This design comes from an exercise in tuning for small area, a short achievable clock period and few clock cycles per item on the open sky130 flow, not from production work.
At most, simulation tests tie the RTL to the original design; equivalence was not proved.
The clock port is modelled as an ideal driver, which makes a skipped or thinned clock tree look cheaper than it is; a real chip needs a root buffer or a tree.
Power figures rest on the tool's default switching activity, not on a simulated workload.

==> flow/design.v (excerpt) <==
module lzss_decoder (
  input logic rst_,
  input logic clk,
  input logic literal,
  input logic data_ready,
  input logic [3*8-1:0] data_in,
  output logic new_data_ready,
  output logic data_valid,
  output logic [8-1:0] data_out
);
  localparam int WIN = 56;
  logic       t_valid;     
  logic       t_lit;       
  logic       t_copy;      
  logic [7:0] t_byte;      
  logic [7:0] t_len;
  logic [7:0] ring [WIN-1:0];
  logic [7:0] rem;       
  logic       act;       
  logic       last;      
  logic       rep;       
  logic       empty;     
  logic       lit;       
  logic [7:0] e_byte;    
  logic [7:0] lo;        
  logic [6:0] hi;        
  logic       accept;
  logic       e_load;
  logic       in_far;
  logic       in_copy;
  logic       nxt_act;
  logic       nxt_last;
  logic       rem2_1, empty2;
  logic [7:0] byte_out;
  assign accept   = data_ready & new_data_ready;
  assign e_load   = t_valid;
  assign in_far   = (|data_in[15:6]) | (data_in[5:3] == 3'b111);
  assign in_copy  = !literal && !in_far && data_in[23:16] != 8'd0;
  assign data_out = ring[0];
  always_comb begin
    byte_out = lit ? e_byte : 8'd0;
    for (int j = 0; j < 7; j++) begin
      logic [7:0] grp;
      grp = 8'd0;
      for (int k = 0; k < 8; k++)
  ...
clock: 5.0 ns
lec_check: 0
cap_margin: 20
core_margin: 2
core_utilization: 65
cts_cluster_diameter: 60
cts_cluster_size: 15
setup_slack_margin: 3.2
slew_margin: 20
standard.sh (not shown) runs the stock make flow with config.mk's settings and CLKGATE_MAP_FILE= SYNTH_SCRIPT=/design/flow/synth_recipe.tcl, a recipe that flattens the netlist after the stock synthesis.
==> flow/flow/run.sh <==
#!/bin/bash
set -euo pipefail
R=orfs/results/${FLOW_PLATFORM}/lzss_decoder/base
bash standard.sh "BUFFER_PORTS_ARGS=-buffer_cell sky130_fd_sc_hd__buf_1" cts > 1_standard_to_cts.log 2>&1
cp $R/4_cts.odb $R/4_cts_orig.odb
R=$R openroad -no_init -exit flow/flatten_clock_tree.tcl > 2_flatten_clock_tree.log 2>&1
bash standard.sh finish > 3_standard_finish.log 2>&1
Other scripts of this flow, unchanged in this note and not shown: flow/flow/flatten_clock_tree.tcl
The baseline completed without violations.
Testbench counts at the start, summed over its fixed seeds: cycles 20,582, bytes 20,566.
==> next run, changes <==
ABC_AREA = 1   (was unset)
SETUP_SLACK_MARGIN = 3.15   (was 3.2)
The changed run finished with timing, DRC and antenna clean. Design area went up by about 9%. Routed wire length went up by about 6.4%. Sequential power barely changes. Hold slack barely changes. Flip-flop and latch count is unchanged. Global-route usage went down by 1.0 points. Total power went down by 1.1%. Core utilization went down by 1.6 points.

========
## xenon
Another version of the RTL of lzss_decoder (not shown whole).
Size: ~1100 cells after synthesis, about 38 I/O pins.
clock: 5.0 ns
lec_check: 0
cap_margin: 20
core_margin: 2
core_utilization: 40
cts_cluster_diameter: 50
cts_cluster_size: 30
setup_slack_margin: 3.0
slew_margin: 20
run.sh (not shown) runs the stock make flow with config.mk's settings and CLKGATE_MAP_FILE= SYNTH_SCRIPT=/design/flow/synth_recipe.tcl, a recipe that flattens the netlist after the stock synthesis.
Stock flow here: none of the scripts above is used.
Relative to xenon, the following input files were edited for raven:
Settings: swapping 50 for 80 in CTS_CLUSTER_DIAMETER; swapping 30 for 25 in CTS_CLUSTER_SIZE.
## What came out
Sequential power share | raven above xenon. Clock buffer count: raven vs xenon down about 18%. Cmp raven vs xenon: clock-cell share of area lower in raven. Going from xenon to raven, the sequential share of layout area was found to have gone up by 3.3 points. Fmax, raven and xenon, lower one = xenon. From xenon to raven the numbers moved as follows: power has decreased; worst hold slack rose by 0.011 ns; post-route clock period utilization lower. Core occupancy in the finished layout down 2.3 points in raven wrt xenon. raven has more setup slack than xenon.
diff inputs: raven => sierra
Settings: clearing CTS_CLUSTER_SIZE, which used to be 25; clearing CTS_CLUSTER_DIAMETER, which used to be 80.
### Flow results
- Of sierra and raven, the run reporting the higher part of the cycle the worst path needs was raven.
- sierra vs. raven: part of the total power dissipated in combinational logic went down, clock transition time at the flip-flop clock pins of the worst setup and hold paths saw a decrease, number of cells on the critical path has decreased, via density per instance shows a reduction of about 1.6%, final area higher.
- Largest net degree at the start of global routing of sierra is on par with raven.
No functional check of the RTL was part of any run of this note.

========
Another version of the RTL of lzss_decoder (not shown whole).
Size in the first run: roughly 1100 cells after synthesis, about 520 flip-flops, about 38 I/O pins, about 14000 um2 of cells after synthesis.
Design lzss_decoder, start of the top module:
module lzss_decoder (
  input logic rst_,
  input logic clk,
  input logic literal,
  input logic data_ready,
  input logic [3*8-1:0] data_in,
  output logic new_data_ready,
  output logic data_valid,
  output logic [8-1:0] data_out
);
  localparam int WIN = 56;
  logic       t_valid;
  logic       t_lit;       
  logic       t_copy;      
  logic       t_len1;      
  logic       t_off0;      
  logic [7:0] t_byte;      
  logic [7:0] t_len;
  logic [7:0] ring [WIN-1:0];
  logic [7:0] rem;       
  logic       act;       
  logic       last;      
  logic       rep;       
  logic       empty;     
  logic [5:0] rot;       
  logic       can_take;  
  logic       lit;       
  logic [7:0] e_byte;    
  logic [7:0] lo_a;      
  logic [7:0] lo_b;      
  logic [6:0] hi;        
  logic       accept;
  logic       e_load;
  logic       in_far;
  logic       nxt_t_valid;
  logic       nxt_act;
  logic       nxt_last;
  logic       nxt_empty;
  logic [5:0] nxt_rot;
  logic       nxt_can_take;
  logic [7:0] byte_out;
  assign accept   = data_ready & new_data_ready;
  assign e_load   = t_valid & can_take;
  assign in_far   = (|data_in[15:6]) | (data_in[5:3] == 3'b111);
  assign data_out = ring[0];
  always_comb begin
    byte_out = lit ? e_byte : 8'd0;
    for (int j = 0; j < 7; j++) begin
      logic [7:0] grp;
      grp = 8'd0;
      for (int k = 0; k < 8; k++)
        for (int b = 0; b < 8; b++)
  ...
export LEC_CHECK = 0
export ABC_CLOCK_PERIOD_IN_PS = 1800
export CAP_MARGIN = 20
export CORE_MARGIN = 2
export CORE_UTILIZATION = 65
export CTS_CLUSTER_DIAMETER = 60
export CTS_CLUSTER_SIZE = 15
export SETUP_SLACK_MARGIN = 3.2
export SLEW_MARGIN = 20
create_clock -name core_clock -period 5.0 [get_ports {clk}]
standard.sh (not shown) runs the stock make flow with config.mk's settings and CLKGATE_MAP_FILE= SYNTH_SCRIPT=/design/flow/synth_recipe.tcl, a recipe that flattens the netlist after the stock synthesis.
Scripts as last shown in full above: flow/flow/run.sh
Other scripts of this flow, unchanged in this note and not shown: flow/flow/flatten_clock_tree.tcl
Edit:
ABC_CLOCK_PERIOD_IN_PS = not set   (was 1800)
- worst hold slack is unchanged
- final cell count does not change
- fmax is unchanged
- via count is unchanged
- non-clock buffer count is unchanged
- total power is unchanged
- design area does not change
Edit:
SETUP_SLACK_MARGIN = 3.1   (was 3.2)
Non-clock buffer count increases by 2.
Count of clock-buffer cells in the layout goes up by 1.
Power came out higher by 1.1%.
Final cell count is about the same.
First-iteration DRC count grows by about 5%.
Setup slack degrades by 0.0035 ns.
Sequential power is about the same.
Final area barely changes.
Die area is unchanged.
Utilization went up by 0.17 points.
Function was not checked in any run of this note: the RTL went through the layout flow alone.

-- what the ideal ports hide --
The results above use ideal ports. As a check the final layouts listed here were re-extracted and re-timed, cells and wires unchanged.
Step 1 sets driving cells, clkbuf_16 on the clock port and buf_2 on the other inputs (assumed; they add their load-dependent delay and slew).
Step 2 moves the port delays by t, midway between the first and last clock arrival at a register: inputs arrive t later, outputs are due t later. That takes back most of the time a late clock gives input paths.
Slacks: no drivers / after step 1 / after step 2; pairs: no drivers / after step 1.
run | t (ns) | setup WS [ns] | worst setup path after step 2 | latest minus earliest clock arrival (ns) | worst register clock-pin slew, ns
the first run of note 1 | 0.433 | 3.174 / 3.075 / 3.121 | input to register | 0.019 / 0.018 | 0.10 / 0.10
the second run of note 1 | 0.422 | 3.152 / 3.062 / 3.059 | input to register | 0.025 / 0.025 | 0.09 / 0.09
xenon | 0.640 | 2.847 / 2.847 / 2.284 | input to register | 0.043 / 0.042 | 0.10 / 0.10
raven | 0.636 | 2.903 / 2.876 / 2.300 | input to register | 0.028 / 0.028 | 0.10 / 0.10
sierra | 0.639 | 2.911 / 2.891 / 2.340 | input to register | 0.023 / 0.023 | 0.07 / 0.07
the first run of note 3 | 0.423 | 3.189 / 3.096 / 2.985 | input to register | 0.038 / 0.038 | 0.09 / 0.09
the second run of note 3 | 0.423 | 3.189 / 3.096 / 2.985 | input to register | 0.038 / 0.038 | 0.09 / 0.09
the third run of note 3 | 0.422 | 3.185 / 3.093 / 2.897 | input to register | 0.039 / 0.039 | 0.09 / 0.09
After both steps setup and hold are still met in every run listed. For raven, which loses most, drivers alone change the setup slack by -0.027 ns; drivers and shift together by -0.603 ns.
